What follows belongs to an exercise in optimizing a design on an open flow for a short achievable clock period and few clock cycles; a production flow would make more cautious choices.
Function was checked by simulation only, so behaviour that the tests miss may differ from the original.
Power is estimated from default activity; no workload was simulated.

===== config.mk =====
export PLATFORM = sky130hd
export DESIGN_NAME = mips_pipeline
export DESIGN_NICKNAME = mips_pipeline
export VERILOG_FILES = /design/flow/design.v
export SDC_FILE = /design/flow/constraint.sdc
export NUM_CORES = 4
export LEC_CHECK = 0
export CAP_MARGIN = 20
export CORE_MARGIN = 2
export CORE_UTILIZATION = 40
export PLACE_DENSITY = 0.6
export SLEW_MARGIN = 20

===== constraint.sdc =====
create_clock -name core_clock -period 15.0 [get_ports {clk}]
set_input_delay 3.0000 -clock core_clock [delete_from_list [all_inputs] [get_ports {clk}]]
set_output_delay 3.0000 -clock core_clock [all_outputs]
set_load 0.01 [all_outputs]

===== design.v =====
`timescale 1ns/1ns
module mux2x1( a, b, out, sel );
    input a, b, sel;
    output out;
    assign out = sel ? a : b;
endmodule
module mux2( sel, a, b, out );
    parameter bitwidth = 32 ;
    input  sel; 
    input  [bitwidth-1:0] a, b;
    output [bitwidth-1:0] out;
    assign out = sel ? a : b;
endmodule
module mux3( sel, a, b, c, out );
    parameter bitwidth = 32 ;
    input  [1:0]  sel; 
    input  [bitwidth-1:0] a, b, c;
    output [bitwidth-1:0] out;
    assign out = sel == 0 ? a : sel == 1 ? b : c;
endmodule
module add32(a, b, result);
    input  [31:0] a, b;
    output [31:0] result;
    assign result = a + b;
endmodule
module sign_extend( immed_in, ext_immed_out );
	input  [15:0] immed_in;
	output [31:0] ext_immed_out;
	assign ext_immed_out = { { 16{immed_in[15]} }, immed_in };
endmodule
module reg32(clk, rst, d_in, d_out );
    input  clk, rst;
    input  [31:0] d_in;
    output reg [31:0] d_out;
    always @(posedge clk) begin
        if (rst)
            d_out <= 32'b0;
      else 
            d_out <= d_in;
    end
endmodule
module ALU_Slice( a, b, cin, cout, inv, ctl, out );
    input a, b, cin, inv;
    input [2:0] ctl;
    output cout, out;
    wire and_out, or_out, fa_out;
    wire bx, e1, e2, e3;
    parameter ALU_add = 3'b010;
    parameter ALU_sub = 3'b110;
    parameter ALU_and = 3'b000;
    parameter ALU_or = 3'b001;
    parameter ALU_slt = 3'b111;
    and (and_out, a, b);
    or (or_out, a, b);
    xor (bx, b, inv);
    xor (e1, a, bx);
    and (e2, a, bx);
    and (e3, e1, cin);
    or (cout, e2, e3);
    xor (fa_out, e1, cin);
    assign out = ctl[1] ? fa_out : (ctl[0] ? or_out : and_out);
endmodule
`timescale 1ns/1ns
module Shifter( a, b, result );
    input [31:0] a, b;
    output [31:0] result;     
    wire[31:0] w[0:5];
    assign w[0] = a;
    genvar i, j;
    for( i = 0 ; i < 5 ; i = i + 1 ) begin
        for( j = 2**i-1 ; j >= 0 ; j = j - 1 )  
            mux2x1 mux( .a(1'b0), .b(w[i][j]), .out(w[i+1][j]), .sel(b[i]) );
        for( j = 2**i ; j < 32 ; j = j + 1 )
            mux2x1 mux( .a(w[i][j-2**i]), .b(w[i][j]), .out(w[i+1][j]), .sel(b[i]) );
    end
    assign result = w[5] ;  
endmodule
module ALU( ctl, a, b, result, zero );
    input [2:0]   ctl ;
    input [31:0]  a, b ;
    output [31:0] result ;
    output zero ;
    wire [31:0] c, ALUOut, ShifterOut;
    wire inv;
    parameter ALU_sll = 3'b011;
    parameter ALU_add = 3'b010;
    parameter ALU_sub = 3'b110;
    parameter ALU_and = 3'b000;
    parameter ALU_or = 3'b001;
    parameter ALU_slt = 3'b111;
    assign inv = (ctl == ALU_sub || ctl == ALU_slt);
    genvar i;
    ALU_Slice slice( .a(a[0]), .b(b[0]), .cin(inv), .cout(c[0]), .ctl(ctl), .out(ALUOut[0]), .inv(inv) );
    for(i = 1 ; i<32 ; i=i+1)
        ALU_Slice slice( .a(a[i]), .b(b[i]), .cin(c[i-1]), .cout(c[i]), .ctl(ctl), .out(ALUOut[i]), .inv(inv) );
    Shifter shifter( .a(a), .b(b), .result(ShifterOut) );
    assign result = ( ctl == ALU_sll ? ShifterOut :
                      ctl == ALU_slt ? {31'b0, ALUOut[31]} : ALUOut); 
    assign zero = (result == 32'b0);
endmodule
module alu_ctl(ALUOp, Funct, ALUOperation, DIVU, ALUSEL);
    input  [1:0] ALUOp;
    input  [5:0] Funct;
    output reg DIVU;
    output reg [1:0] ALUSEL;
    output reg [2:0] ALUOperation;
    parameter F_sll = 6'd0;
    parameter F_mfhi = 6'd10;
    parameter F_mflo = 6'd12;
    parameter F_divu = 6'd27;
    parameter F_add = 6'd32;
    parameter F_sub = 6'd34;
    parameter F_and = 6'd36;
    parameter F_or = 6'd37;
    parameter F_slt = 6'd42;
    parameter ALU_sll = 3'b011;
    parameter ALU_add = 3'b010;
    parameter ALU_sub = 3'b110;
    parameter ALU_and = 3'b000;
    parameter ALU_or = 3'b001;
    parameter ALU_slt = 3'b111;
    always @(*) begin
        ALUSEL = 2;
        DIVU = 1'b0;
        ALUOperation = ALU_and;
        case (ALUOp)
        2'b00 : ALUOperation = ALU_add;
        2'b01 : ALUOperation = ALU_sub;
        2'b11 : ALUOperation = ALU_or ;
        2'b10 : case (Funct)
                F_sll : ALUOperation = ALU_sll;
                F_add : ALUOperation = ALU_add;
                F_sub : ALUOperation = ALU_sub;
                F_and : ALUOperation = ALU_and;
                F_or : ALUOperation = ALU_or;
                F_slt : ALUOperation = ALU_slt;
                F_divu: DIVU = 1;
                F_mfhi: ALUSEL = 0;
                F_mflo: ALUSEL = 1;
                default : ALUOperation = ALU_and;
                endcase
        default ALUOperation = ALU_and;
        endcase
    end
endmodule
module control( opcode, RegDst, ALUSrc, MemtoReg, RegWrite, 
                MemRead, MemWrite, Branch, Jump, ALUOp, bne);
    input  [5:0] opcode;
    output reg RegDst, ALUSrc, MemtoReg, RegWrite, MemRead, MemWrite, Branch, Jump, bne;
    output reg [1:0] ALUOp;
    parameter R_FORMAT = 6'd0;
    parameter LW = 6'd35;
    parameter SW = 6'd43;
    parameter BEQ = 6'd4;
    parameter BNE = 6'd5;    
    parameter ORI = 6'd13;
	parameter J = 6'd2;
	parameter NOP = 6'd63;
    always @(*) begin
        case ( opcode )
            R_FORMAT : 
            begin
                RegDst = 1'b1; ALUSrc = 1'b0; MemtoReg = 1'b0; RegWrite = 1'b1; MemRead = 1'b0; 
                MemWrite = 1'b0; Branch = 1'b0; Jump = 1'b0; ALUOp = 2'b10; bne = 1'd0 ;
            end
            LW :
            begin
                RegDst = 1'b0; ALUSrc = 1'b1; MemtoReg = 1'b1; RegWrite = 1'b1; MemRead = 1'b1; 
                MemWrite = 1'b0; Branch = 1'b0; Jump = 1'b0; ALUOp = 2'b00; bne = 1'd0 ;
            end
            SW :
            begin
                RegDst = 1'b0; ALUSrc = 1'b1; MemtoReg = 1'b0; RegWrite = 1'b0; MemRead = 1'b0; 
                MemWrite = 1'b1; Branch = 1'b0; Jump = 1'b0; ALUOp = 2'b00; bne = 1'd0;
            end
            ORI :
            begin
                RegDst = 1'b0; ALUSrc = 1'b1; MemtoReg = 1'b0; RegWrite = 1'b1; MemRead = 1'b0; 
                MemWrite = 1'b0; Branch = 1'b0; Jump = 1'b0; ALUOp = 2'b11; bne = 1'd0;
            end
            BEQ :
            begin
                RegDst = 1'b0; ALUSrc = 1'b0; MemtoReg = 1'b0; RegWrite = 1'b0; MemRead = 1'b0; 
                MemWrite = 1'b0; Branch = 1'b1; Jump = 1'b0; ALUOp = 2'b01; bne = 1'd0;
            end
            BNE :
            begin
                RegDst = 1'b0; ALUSrc = 1'b0; MemtoReg = 1'b0; RegWrite = 1'b0; MemRead = 1'b0; 
                MemWrite = 1'b0; Branch = 1'b1; Jump = 1'b0; ALUOp = 2'b01; bne = 1'd1 ;
            end
            J :
            begin
                RegDst = 1'b0; ALUSrc = 1'b0; MemtoReg = 1'b0; RegWrite = 1'b0; MemRead = 1'b0; 
                MemWrite = 1'b0; Branch = 1'b0; Jump = 1'b1; ALUOp = 2'b01; bne = 1'd0 ;
            end
            NOP :
            begin
                RegDst=1'b0; ALUSrc=1'b0; MemtoReg=1'b0; RegWrite=1'b0; MemRead=1'b0; 
                MemWrite=1'b0; Branch=1'b0; Jump = 1'b0; ALUOp = 2'b00;  bne = 1'd0 ;
            end
            default
            begin
                RegDst=1'b0; ALUSrc=1'b0; MemtoReg=1'b0; RegWrite=1'b0; MemRead=1'b0; 
                MemWrite=1'b0; Branch=1'b0; Jump = 1'b0; ALUOp = 2'b00;  bne = 1'd0 ;
            end
        endcase
    end
endmodule
module Divider( clk, rst, a, b, result );
    input  clk, rst ;
    input  [31:0] a ;
    input  [31:0] b ;
    output [63:0] result ;
    reg [31:0] REM;
    reg [31:0] QUO;
    reg [31:0] div;
    reg [5:0]  counter;
    wire [32:0] part;
    wire [32:0] diff;
    assign part = {REM, QUO[31]};
    assign diff = part - {1'b0, div};
    always @( posedge clk ) begin
        if ( rst ) begin
            REM <= 32'd0;
            QUO <= a;
            div <= b;
            counter <= 6'd32;
        end
        else if ( counter != 6'd0 ) begin
            if ( part >= {1'b0, div} ) begin
                REM <= diff[31:0];
                QUO <= {QUO[30:0], 1'b1};
            end
            else begin
                REM <= part[31:0];
                QUO <= {QUO[30:0], 1'b0};
            end
            counter <= counter - 6'd1;
        end
    end
    assign result = {REM, QUO};
endmodule
module HiLo( clk, DivAns, HiOut, LoOut );
    input clk ;
    input [63:0] DivAns ;
    output [31:0] HiOut, LoOut ;
    reg [63:0] REM;
    always@( posedge clk )
        REM <= DivAns;
    assign HiOut = REM[63:32];
    assign LoOut = REM[31:0];
endmodule
module Hazard( clk, rst, stay, instr, instr_out );
    input clk, rst;
    input [31:0] instr;
    output [31:0] instr_out;
    output stay;
    reg [5:0] counter;
    reg [5:0] bubbles;
    wire [5:0] opcode;
    wire [5:0] funct;
    wire issue;
    assign opcode = instr[31:26];
    assign funct = instr[5:0];
    parameter instr_NOP = 32'hFC000000;
    always @(*) begin
        if (opcode == 6'd2 || opcode == 6'd4 || opcode == 6'd5)       
            bubbles = 6'd3;
        else if (opcode == 6'd0 && funct == 6'd27)                   
            bubbles = 6'd34;
        else if (opcode == 6'd0 || opcode == 6'd35 || opcode == 6'd13)  
            bubbles = 6'd3;
        else
            bubbles = 6'd0;
    end
    assign issue = (counter == 6'd0);
    assign instr_out = issue ? instr : instr_NOP;
    assign stay = ~issue;
    always @(posedge clk) begin
        if (rst)
            counter <= 6'd0;
        else if (issue)
            counter <= bubbles;
        else
            counter <= counter - 6'd1;
    end
endmodule
module reg_file(clk, RegWrite, RN1, RN2, WN, WD, RD1, RD2);
    input  clk, RegWrite;
    input  [4:0] RN1, RN2, WN;
    input  [31:0] WD;
    output [31:0] RD1, RD2; 
    wire[4:0] RN1, RN2;
    reg [31:0] RD1, RD2;
    reg [31:0] file_array[31:1];
    always @(*) begin
      RD1 = (RN1 == 5'd0) ? 32'd0 : file_array[RN1];
    end
    always @(*) begin
      RD2 = (RN2 == 5'd0) ? 32'd0 : file_array[RN2];
    end
    always @(posedge clk)
        if(RegWrite && WN != 0)
            file_array[WN] <= WD;
endmodule 
module reg_IF_ID( clk, rst, pc_incr, instr, pc_incr_out, instr_out );  
	input   clk, rst ;
	input  [31:0] pc_incr, instr;
    output reg [31:0] pc_incr_out, instr_out;
	always @(posedge clk)begin
		if (rst) begin
			pc_incr_out <= 32'd0;
			instr_out <= 32'd0;
		end
		else begin
			pc_incr_out <= pc_incr;
			instr_out <= instr;
		end
	end
endmodule
module reg_ID_EX( opcode, clk, rst, RegDst, ALUSrc, ALUOp, MemRead, MemWrite, Branch, MemtoReg, RegWrite, bne,
                  rfile_rd1, rfile_rd2, ext_immed, rt, rd, pc_incr,
                   opcode_out, RegDst_out, ALUSrc_out, ALUOp_out, MemRead_out, MemWrite_out, Branch_out, MemtoReg_out,RegWrite_out, bne_out,
                  rfile_rd1_out , rfile_rd2_out, ext_immed_out, rt_out, rd_out, pc_incr_out );
  input clk, rst, RegDst, ALUSrc, MemRead, MemWrite, Branch, MemtoReg, RegWrite, bne;
  input [1:0]  ALUOp;
  input [4:0]  rt, rd ;
  input [31:0] ext_immed, rfile_rd1, rfile_rd2, pc_incr ;  
  input[5:0] opcode;
  output reg [5:0] opcode_out;
  output reg RegDst_out, ALUSrc_out, MemRead_out, MemWrite_out, Branch_out, MemtoReg_out, RegWrite_out, bne_out;  
  output reg [1:0]  ALUOp_out;
  output reg [4:0] rt_out, rd_out ;
  output reg [31:0] ext_immed_out, rfile_rd1_out, rfile_rd2_out, pc_incr_out ;
    always @(posedge clk) begin
		if (rst) begin
			pc_incr_out <= 32'd0;
      opcode_out <= 6'd0;
            RegDst_out <= RegDst;
            ALUSrc_out <= 0;
            ALUOp_out <= 2'd0;
            MemWrite_out <=0;
            Branch_out <= 0;
            MemRead_out <= 0;
            MemtoReg_out <= 0;
            RegWrite_out <= 0;
            ext_immed_out <= 32;
            rt_out <= 5'd0;
            rd_out <= 5'd0;
            rfile_rd1_out <= 32'd0;
            rfile_rd2_out <= 32'd0;
            bne_out <= 1'd0;
		end
        else begin
  opcode_out <= opcode;
            RegDst_out <= RegDst;
            ALUSrc_out <= ALUSrc;
            ALUOp_out <= ALUOp;
            MemRead_out <= MemRead;
            MemWrite_out <= MemWrite;
            Branch_out <= Branch;
            MemtoReg_out <= MemtoReg;
            RegWrite_out <= RegWrite;
            ext_immed_out <= ext_immed;
            rt_out <= rt;
            rd_out <= rd;
            rfile_rd1_out <= rfile_rd1;
            rfile_rd2_out <= rfile_rd2;
            pc_incr_out <= pc_incr;  
            bne_out <= bne;
        end
	end
endmodule
module reg_EX_MEM( opcode, funct, clk,reset, 
                   RW, MtoR, MR, MW, Branch, bne,  
                   ext_immed, zero, aluANS, rd2, WN,b_tgt,   
                   opcode_out, funct_out, RW_out, MtoR_out, MR_out, MW_out, Branch_out, bne_out,  
                   ext_immed_out, zero_out, aluANS_out, rd2_out, WN_out, b_tgt_out );  
	input  clk,reset, bne;
	input RW, MtoR, MR, MW, Branch ;
  input[31:0] ext_immed, aluANS, rd2, b_tgt ;
  input[4:0] WN;
  input[5:0] funct, opcode ;
	input zero;
  output reg [5:0] funct_out, opcode_out ;
	output  RW_out, MtoR_out, MR_out, MW_out, Branch_out, bne_out;
    output[31:0] ext_immed_out, aluANS_out, rd2_out, b_tgt_out ;
    output[4:0] WN_out;
	output zero_out;
	reg  RW_out, MtoR_out, MR_out, MW_out, Branch_out;
	reg[31:0] ext_immed_out, aluANS_out, rd2_out, b_tgt_out;
  reg[4:0] WN_out;
  reg zero_out, bne_out ;  
    always @( posedge clk ) begin  
        opcode_out <= 5'd0;
        if(reset) begin
      funct_out <= 5'd0;
			ext_immed_out <=32'd0;
			zero_out <=1'd0;
			aluANS_out <=32'd0;
			rd2_out <=32'd0;
			WN_out <=5'd0;
			RW_out <=1'd0;
			MtoR_out <=1'd0;
			MR_out <=1'd0;
			MW_out <=1'd0;
            Branch_out <= 32'd0;
            bne_out <= 1'd0;
            b_tgt_out <= 1'd0;
		end
		else begin
      opcode_out <= opcode;
      funct_out <= funct;
			ext_immed_out<= ext_immed;
			zero_out<=zero;
			aluANS_out<=aluANS;
			rd2_out<=rd2;
			WN_out<=WN;
			RW_out<=RW;
			MtoR_out<=MtoR;
			MR_out<=MR;
			MW_out<=MW;
			Branch_out<=Branch;
            bne_out <= bne;
            b_tgt_out <= b_tgt;
		end
	end
endmodule
module reg_MEM_WB( opcode, funct, clk, rst, regWrite, memtoReg, dataMemrd, ALU_result, WN,
                   opcode_out, funct_out, regWrite_out, memtoReg_out, dataMemrd_out, ALU_result_out, WN_out) ;
    input clk, rst, regWrite, memtoReg ;
    input [4:0] WN;
    input [31:0] dataMemrd, ALU_result; 
  input[5:0] funct, opcode;
    output regWrite_out, memtoReg_out ;
    output [4:0] WN_out ;
    output [31:0] dataMemrd_out, ALU_result_out ;
  output reg [5:0] funct_out, opcode_out;
    reg  regWrite_out, memtoReg_out ;
    reg [4:0] WN_out ;
    reg [31:0] dataMemrd_out, ALU_result_out ;
    always@(posedge clk )begin
        if ( rst ) begin
          opcode_out <= 5'd0;
          funct_out <= 5'd0;
            regWrite_out <= 0;
            memtoReg_out <= 0; 
            dataMemrd_out <= 32'd0;
            ALU_result_out <= 32'd0;
            WN_out <= 5'd0;
        end 
        else begin
          opcode_out <= opcode;
            funct_out <= funct;
            regWrite_out <= regWrite;
            memtoReg_out <= memtoReg;
            dataMemrd_out <= dataMemrd;
            ALU_result_out <= ALU_result;
            WN_out <= WN;
        end
    end  
endmodule
    module mips_pipeline(clk, rst, imem_addr, imem_rdata, dmem_addr, dmem_wdata, dmem_we, dmem_rdata);
    input clk, rst;
    output [31:0] imem_addr;
    input  [31:0] imem_rdata;
    output [31:0] dmem_addr, dmem_wdata;
    output dmem_we;
    input  [31:0] dmem_rdata;
    wire [31:0] pc, pc_incr, ID_pc_incr, pc_next, dmem_rdata_w, jump_addr, branch_addr, wd;
    wire [31:0] instr, ID_instr, IF_instr;
    wire [31:0] alu_b, b_tgt, EX_b_tgt;
    wire RegWrite, Branch, PCSrc, RegDst, MemtoReg, MemRead, MemWrite, ALUSrc, Zero, Jump, bne, ID_RegWrite;
    wire [1:0] ALUOp;
    wire [2:0] Operation;
    reg32 PC( .clk(clk), .rst(rst), .d_in(pc_next), .d_out(pc) );
    wire stay;
    wire[31:0] pc_add;
    assign imem_addr = pc;
    assign IF_instr = imem_rdata;
    Hazard hazard( .clk(clk), .rst(rst), .stay(stay), .instr(IF_instr), .instr_out(instr) );
    add32 PCADD( .a(pc), .b(32'd4), .result(pc_incr) );  
    mux2 #(32) STMUX( .sel(stay), .a(pc), .b(pc_incr), .out(pc_add) );
    mux2 #(32) PCMUX( .sel(PCSrc), .a(b_tgt), .b(pc_add), .out(branch_addr) );
    mux2 #(32) JMUX( .sel(Jump), .a(jump_addr), .b(branch_addr), .out(pc_next) );
      reg_IF_ID REG_IF_ID( .clk(clk), .rst(rst), .pc_incr(pc_incr), .instr(instr), .pc_incr_out(ID_pc_incr),   .instr_out(ID_instr));
    wire [1:0] EX_ALUOp;
    wire [5:0] opcode;
    wire [4:0] rs, rt, rd, wn;
    wire [15:0] immed;
    wire [25:0] jumpoffset;
    wire [31:0] ext_immed, EX_pc_incr, EX_instr;
    wire [31:0] rd1, rd2;
    wire ID_MemWrite, EX_RegDst, EX_ALUSrc, EX_MemRead, EX_MemWrite, EX_Branch, EX_MemtoReg, EX_RegWrite;
    assign opcode = ID_instr[31:26];
    assign rs = ID_instr[25:21];
    assign rt = ID_instr[20:16];
    assign rd = ID_instr[15:11];
    assign immed = ID_instr[15:0];
    assign jumpoffset = ID_instr[25:0];
    assign jump_addr = { ID_pc_incr[31:28], jumpoffset, 2'b00 };
    sign_extend SignExtend( .immed_in(immed), .ext_immed_out(ext_immed) );
	reg_file RegFile( .clk(clk), .RegWrite(RegWrite), .RN1(rs), .RN2(rt), .WN(wn), 
					  .WD(wd), .RD1(rd1), .RD2(rd2) );
    control CTL(.opcode(opcode), .RegDst(RegDst), .ALUSrc(ALUSrc), .MemtoReg(MemtoReg), 
                .RegWrite(ID_RegWrite), .MemRead(MemRead), .MemWrite(ID_MemWrite), .Branch(Branch), 
              .Jump(Jump), .ALUOp(ALUOp), .bne(bne));
      wire [5:0] EX_opcode;
    wire EX_bne;
    wire [4:0]  EX_wn, EX_rd, EX_rt;
    wire [31:0] EX_ext_immed, EX_rd1, EX_rd2;
      reg_ID_EX REG_ID_EX(.opcode(opcode), .clk(clk), .rst(rst), .RegDst(RegDst), .ALUSrc(ALUSrc), .ALUOp(ALUOp), .MemRead(MemRead), .MemWrite(ID_MemWrite), .Branch(Branch), .MemtoReg(MemtoReg), .RegWrite(ID_RegWrite), .bne(bne), .rfile_rd1(rd1), .rfile_rd2(rd2), .ext_immed(ext_immed), .rt(rt), .rd(rd), .pc_incr(ID_pc_incr),
                         .opcode_out(EX_opcode),.RegDst_out(EX_RegDst), .ALUSrc_out(EX_ALUSrc), .ALUOp_out(EX_ALUOp), 
                         .MemRead_out(EX_MemRead), .MemWrite_out(EX_MemWrite), .Branch_out(EX_Branch),     
                         .MemtoReg_out(EX_MemtoReg),.RegWrite_out(EX_RegWrite), 
                        .bne_out(EX_bne) , .rfile_rd1_out(EX_rd1), .rfile_rd2_out(EX_rd2),   .ext_immed_out(EX_ext_immed), 
                         .rt_out(EX_rt), .rd_out(EX_rd), .pc_incr_out(EX_pc_incr) );
    wire MEM_zero, MEM_bne, DIVU ;
    wire [1:0] ALUSEL;
    wire [5:0] MEM_funct, funct, MEM_opcode;
    wire [4:0] MEM_shamt, shamt, MEM_wn;
    wire [31:0] MEM_ext_immed, MEM_pc_incr, MEM_instr;  
    wire [31:0] MEM_rd1, MEM_rd2, MEM_aluANS, MEM_result ;  
    wire MEM_RegDst, MEM_ALUSrc, MEM_MemRead, MEM_MemWrite, MEM_Branch, MEM_MemtoReg;
    wire [63:0] div_out ;
    wire [31:0] hi, lo, alu_out;
    wire [31:0] result, b_offset; 
    assign funct = EX_ext_immed[5:0]; 
    assign shamt = EX_ext_immed[10:6];
    assign b_offset = EX_ext_immed << 2;  
      add32 BRADD( .a(EX_pc_incr), .b(b_offset), .result(EX_b_tgt) ); 
    mux2 #(32) ALUMUX( .sel(EX_ALUSrc), .a(EX_ext_immed), .b(EX_rd2), .out(alu_b) );  
    alu_ctl ALUCTL( .ALUOp(EX_ALUOp), .Funct(funct), .ALUOperation(Operation), .DIVU(DIVU), .ALUSEL(ALUSEL) );  
    Divider divider( .clk(clk), .rst(DIVU), .a(EX_rd1), .b(EX_rd2), .result(div_out) );
    HiLo HILO( .clk(clk), .DivAns(div_out), .HiOut(hi), .LoOut(lo) );
      ALU alu( .ctl(Operation), .a(EX_rd1), .b(alu_b), .result(alu_out), .zero(Zero)); 
      mux3 ALURMUX( .sel(ALUSEL), .a(hi), .b(lo), .c(alu_out), .out(result) );     
      mux2 #(5)  RFMUX( .sel(EX_RegDst), .a(EX_rd), .b(EX_rt), .out(EX_wn) );  
      reg_EX_MEM REG_EX_MEM( .opcode(EX_opcode), .funct(funct),  .clk (clk) , .reset(rst), .RW(EX_RegWrite), .MtoR(EX_MemtoReg), .MR(EX_MemRead), .MW(EX_MemWrite),.Branch(EX_Branch), .bne(EX_bne), .ext_immed(EX_ext_immed), .zero(Zero), .rd2(EX_rd2), .WN(EX_wn), .aluANS(result), .b_tgt(EX_b_tgt), 
                            .opcode_out(MEM_opcode), .funct_out(MEM_funct), .RW_out(MEM_RegWrite), .MtoR_out(MEM_MemtoReg), .MR_out(MEM_MemRead), .MW_out(MEM_MemWrite), .Branch_out(MEM_Branch), .bne_out(MEM_bne),                       .ext_immed_out(MEM_ext_immed), .zero_out(MEM_zero), .aluANS_out(MEM_result), .rd2_out(MEM_rd2), .WN_out(MEM_wn), .b_tgt_out(b_tgt) ) ;
    wire[5:0]  WB_opcode;
    wire[31:0] WB_dataMemrd, WB_result;
    wire WB_Branch, WB_MemtoReg, MEM_cmp;
    wire [4:0] MUX;
      wire [5:0] WB_funct;
    xor (MEM_cmp, MEM_bne, MEM_zero);
    and BRAND(PCSrc, MEM_cmp, MEM_Branch);
      assign dmem_addr = MEM_result;
      assign dmem_wdata = MEM_rd2;
      assign dmem_we = MEM_MemWrite;
      assign dmem_rdata_w = dmem_rdata;
      reg_MEM_WB REG_MEM_WB( .opcode(MEM_opcode), .funct(MEM_funct), .clk(clk), .rst(rst), .regWrite(MEM_RegWrite), .memtoReg(MEM_MemtoReg), .dataMemrd(dmem_rdata_w), .ALU_result(MEM_result), .WN(MEM_wn), .opcode_out(WB_opcode), .funct_out(WB_funct), .regWrite_out(RegWrite), .memtoReg_out(WB_MemtoReg), .dataMemrd_out(WB_dataMemrd), .ALU_result_out(WB_result), .WN_out(wn) ) ;
    mux2 #(32) WRMUX(  .sel(WB_MemtoReg), .a(WB_dataMemrd), .b(WB_result), .out(wd) );  
endmodule

===== run.sh =====
#!/bin/bash
# synth_recipe.tcl (not shown) runs the flow's synth.tcl, then flattens the netlist and writes it again
# the make line also repeats each setting of config.mk as NAME=value (left out here)
make -C /OpenROAD-flow-scripts/flow DESIGN_CONFIG=/design/flow/config.mk WORK_HOME=/design/flow/orfs CLKGATE_MAP_FILE= SYNTH_SCRIPT=/design/flow/synth_recipe.tcl finish

==> notes.md <==
==> worst max path at each step <==
stage                                           start                                  end  depth (start not counted)  slack (ps)
finish              REG_ID_EX.ALUOp_out[0]$_SDFF_PP0_  REG_EX_MEM.aluANS_out[0]$_SDFF_PP0_                         42         470
global route        REG_ID_EX.ALUOp_out[0]$_SDFF_PP0_       REG_EX_MEM.zero_out$_SDFF_PP0_                         42          40
CTS                 REG_ID_EX.ALUOp_out[0]$_SDFF_PP0_       REG_EX_MEM.zero_out$_SDFF_PP0_                         42          50
detailed placement  REG_ID_EX.ALUOp_out[0]$_SDFF_PP0_       REG_EX_MEM.zero_out$_SDFF_PP0_                         40        -390
global placement    REG_ID_EX.ALUOp_out[0]$_SDFF_PP0_       REG_EX_MEM.zero_out$_SDFF_PP0_                         40        -280
floorplan             REG_ID_EX.ALUSrc_out$_SDFF_PP0_       REG_EX_MEM.zero_out$_SDFF_PP0_                         44          50
==> routing by layer <==
metal	track usage	routed length (um)
met5	0	27
met4	0.1020	9950
met3	0.04160	15640
met2	0.4016	108500
met1	0.3325	92110
==> through the flow <==
| step | utilization | cells |
|---|---|---|
| final | 0.4574 | 7618 |
| after global routing | 0.4574 | 7613 |
| after CTS | 0.4572 | 7613 |
| after detailed placement | 0.4272 | 7314 |
| after global placement | 0.4272 | 7314 |
| after floorplan | - | 5028 |
==> power groups by stage <==
stage	clock network, mW	registers, mW	logic, mW
2_1_floorplan	0	5.35	2.25
3_3_place_gp	0	5.62	3.23
3_5_place_dp	0	5.61	3.25
4_1_cts	4.10	5.53	3.26
5_1_grt	4.27	5.57	3.53
6_report	4.05	5.54	3.28
==> Yosys cell counts, types with 10 or more instances <==
cell type / number
a211oi_1: 63
a21o_1: 32
a21oi_1: 239
a221oi_1: 41
a22oi_1: 35
a311oi_1: 10
a31oi_1: 20
and2_1: 29
and3_1: 19
buf_1: 72
buf_2: 11
clkbuf_1: 253
dfxtp_1: 508
edfxtp_1: 1056
fa_1: 32
ha_1: 68
inv_1: 86
maj3_1: 18
mux2_2: 39
mux2i_1: 295
mux4_2: 505
nand2_1: 307
nand2b_1: 16
nand3_1: 61
nand4_1: 19
nor2_1: 476
nor2b_1: 163
nor3_1: 49
nor4_1: 13
o211ai_1: 44
o21ai_0: 128
o21bai_1: 11
o22ai_1: 10
or2_2: 10
or3_1: 23
xnor2_1: 74
xor2_1: 61
==> area by class of cell <==
class	instances	share of cell area
diodes	5	0.0001538
clock buffers	231	0.05606
clock inverters	68	0.009090
inverters	87	0.004014
multi-input cells	3034	0.3482
flip-flops and latches	1564	0.5153
well taps	2355	0.03622
repair buffers	274	0.03095
==> cell families (layout without fill, tap and decap cells) <==
| group | after synthesis | in the layout | synth area share |
|---|---|---|---|
| adders and majority gates | 118 | 118 | 0.02340 |
| and+or+nand+nor | 1218 | 1218 | 0.07823 |
| other | 0 | 5 | 0 |
| xor gates and xnor gates | 135 | 135 | 0.01655 |
| AOI/OAI and AO/OA | 722 | 722 | 0.06496 |
| DFF | 1564 | 1564 | 0.5864 |
| buffers and inverters | 430 | 660 | 0.02326 |
| muxes | 841 | 841 | 0.2072 |
==> timing repair <==
item | 4_1_cts | 5_1_grt
resized for setup | 8 | 9
setup buffers | 0 | 0
cloned | 0 | 0
endpoints found under the setup margin | 3 | 3
pin swaps | 3 | 4
==> critical path, delay by kind of cell (launching register included) <==
| family | cells | cell delay, ps |
|---|---|---|
| multiplexers | 2 | 410 |
| AND/OR/NAND/NOR | 4 | 780 |
| XOR/XNOR | 3 | 420 |
| adder cells (fa/ha/maj) | 30 | 12050 |
| flip-flops | 1 | 310 |
| AO/OA/AOI/OAI | 3 | 450 |
==> out/results.ini <==
[pwr]
pwr_density_cell_nw_per_um2=158.1
p_leak_nw=26.77
post-layout-total-power_mw=12.87
p_int_mw=8.747
power.share.switching=0.3201
pwr-share-seq=0.430
clkPwrFrac=0.315
fraction_of_power_consumed_by_combinational_cells=0.255
ir_worst_vdd_mv=0.1110
switching_power_mw=4.119

[sta]
finalClockSkew_ps=56.28
max_slew_margin=0.1843
fin_worst_hold_slack_ps=351.2
timing.final.crit_period_ps=14530
final-setup-viol-count=0
tns_setup_ps=0
final_worst_path_setup_slack_ps=473.8
hold_viol_final=0
timing.fmax_ghz=0.06884
grt_setup_unrepaired=false
worst_pin_slew_ps=1190
slew_violations=0
post-route-period-util=0.9684

[final_layout]
register_area_sq_um=41920
design.final.nets=5291
filler_cell_count=15460
area.growth.synth_to_final_pct=13.90
top_register=RegFile.file_array
layout_top_registers=RegFile.file_array (992), HILO.REM (64)
finish.instance_area_sq_um=81350
layout_commonest_cell=edfxtp_1
multiInputGateArea_sq_um=28330
drive_gt1_frac=0.1885
most-common-layout-cells=edfxtp_1 (1056), mux4_2 (505), dfxtp_1 (496), nor2_1 (442), nand2_1 (306)
largest_register_ffs=992

[grt]
grt_first_pass_wirelength_um=324400
global_route.usage.total=0.2482
largest_net_degree_at_the_start_of_global_routing=174
antenna_violations_before_repair=5
vias_in_the_first_global_route=44900
overflow=0

[synthesis]
synth.largest_area_cell=edfxtp_1
ys_async_sr_fraction=0
synth-warning-count=13
main_flop_type_after_synthesis=edfxtp_1
syn_nets=5194
yosysUniqueCellTypes=85
synth_area_leaders=edfxtp_1 (44%), mux4_2 (16%), dfxtp_1 (14%)
synth_largest_type_area_fraction=0.4440
yosys_register_bits=1564
mean_area_per_synthesized_cell_sq_um=14.21
post_synth_edffs=1056
share_of_the_yosys_chip_area_belonging_to_registers=0.5864
synth_cells=5028
syn_area_sq_um=71420

[min_path]
worst_hold_path_type=reg -> reg
worstHoldPathCells=0
hold_path_startpoint=divider.QUO[3]$_DFFE_PP_
min_to=HILO.REM[3]$_DFF_P_

[worst_setup_path]
reg2reg_depth=42
rrSetupSlack_ps=470
slowest_stage=or4_4
r2r_end=REG_EX_MEM.aluANS_out[0]$_SDFF_PP0_
worst-path-max-fanout=2
critical_path.startpoint_type=flip-flop
crit_path_end_kind=flip-flop
timing.rr.start=REG_ID_EX.ALUOp_out[0]$_SDFF_PP0_
timing.critical_path.slowest_cell_delay_ps=560
path_class=reg -> reg
cp_data_required_time_ps=15690
worst_ep_arrival_time_ps=15220
critical-path-top-cell-by-count=fa_2

[clock_tree]
numClockSinks=1564
ctsHoldBuffers=0
cts_tree=built
cts_inserted_buffers=164
ctsHtreeMaxLevel=4
clkLatencyLatePin_ps=840
max-clock-path-buffers=3
clk_pin_slew_worst_paths_ps=60
clk_root_buffer_cell=clkbuf_16

[drt]
drc=0
route.antenna.remaining_nets=0
vias_per_cell=5.964
drt-total-wl_um=226200
routed_wire_length_per_instance_um=29.70
dr.first_iter.drc_count=4808
num_vias=45430
first_pass_iters=8

[placement]
gp_routability_congestion=0.9219
placement.setup.worst_slack_ps=-390.9
hpwlAfterDp_um=138100
placed_area_sq_um=75980
port-buffer-count=162

[floorplanning]
fp.coreArea_sq_um=177800
initial_util=0.4016
fp.dieArea_sq_um=182000
num_rows=155
ioPinCount=163
floorplan.die.height_um=426.6
die_width_um=426.6

[flow_run]
drv_cap=0

[run_status]
outcome=complete, no violations

Testbench counts, summed over its fixed seeds: cycles 447,743.

==> static timing again, ports no longer ideal <==
The results above use ideal ports. As a check the final layout listed here was re-extracted and re-timed, cells and wires unchanged. Step 1 sets driving cells, clkbuf_16 on the clock port and buf_2 on the other inputs (assumed; they add their load-dependent delay and slew). Step 2 moves the port delays by t, midway between the first and last clock arrival at a register: inputs arrive t later, outputs are due t later. That takes back most of the time a late clock gives input paths. Three values: ideal ports, drivers, drivers and shift; two values: the first two.
shift t [ns]: 0.904
slack for setup (ns): 0.474 / 0.474 / 0.474
clock arrival spread, ns: 0.056 / 0.056
slew at the worst register clock pin (ns): 0.07 / 0.07
cell pins on the clock port's net: 1
After both steps setup and hold are still met in this run. The setup slack of this run moves by 0.000 ns with the drivers and by 0.000 ns with both steps.
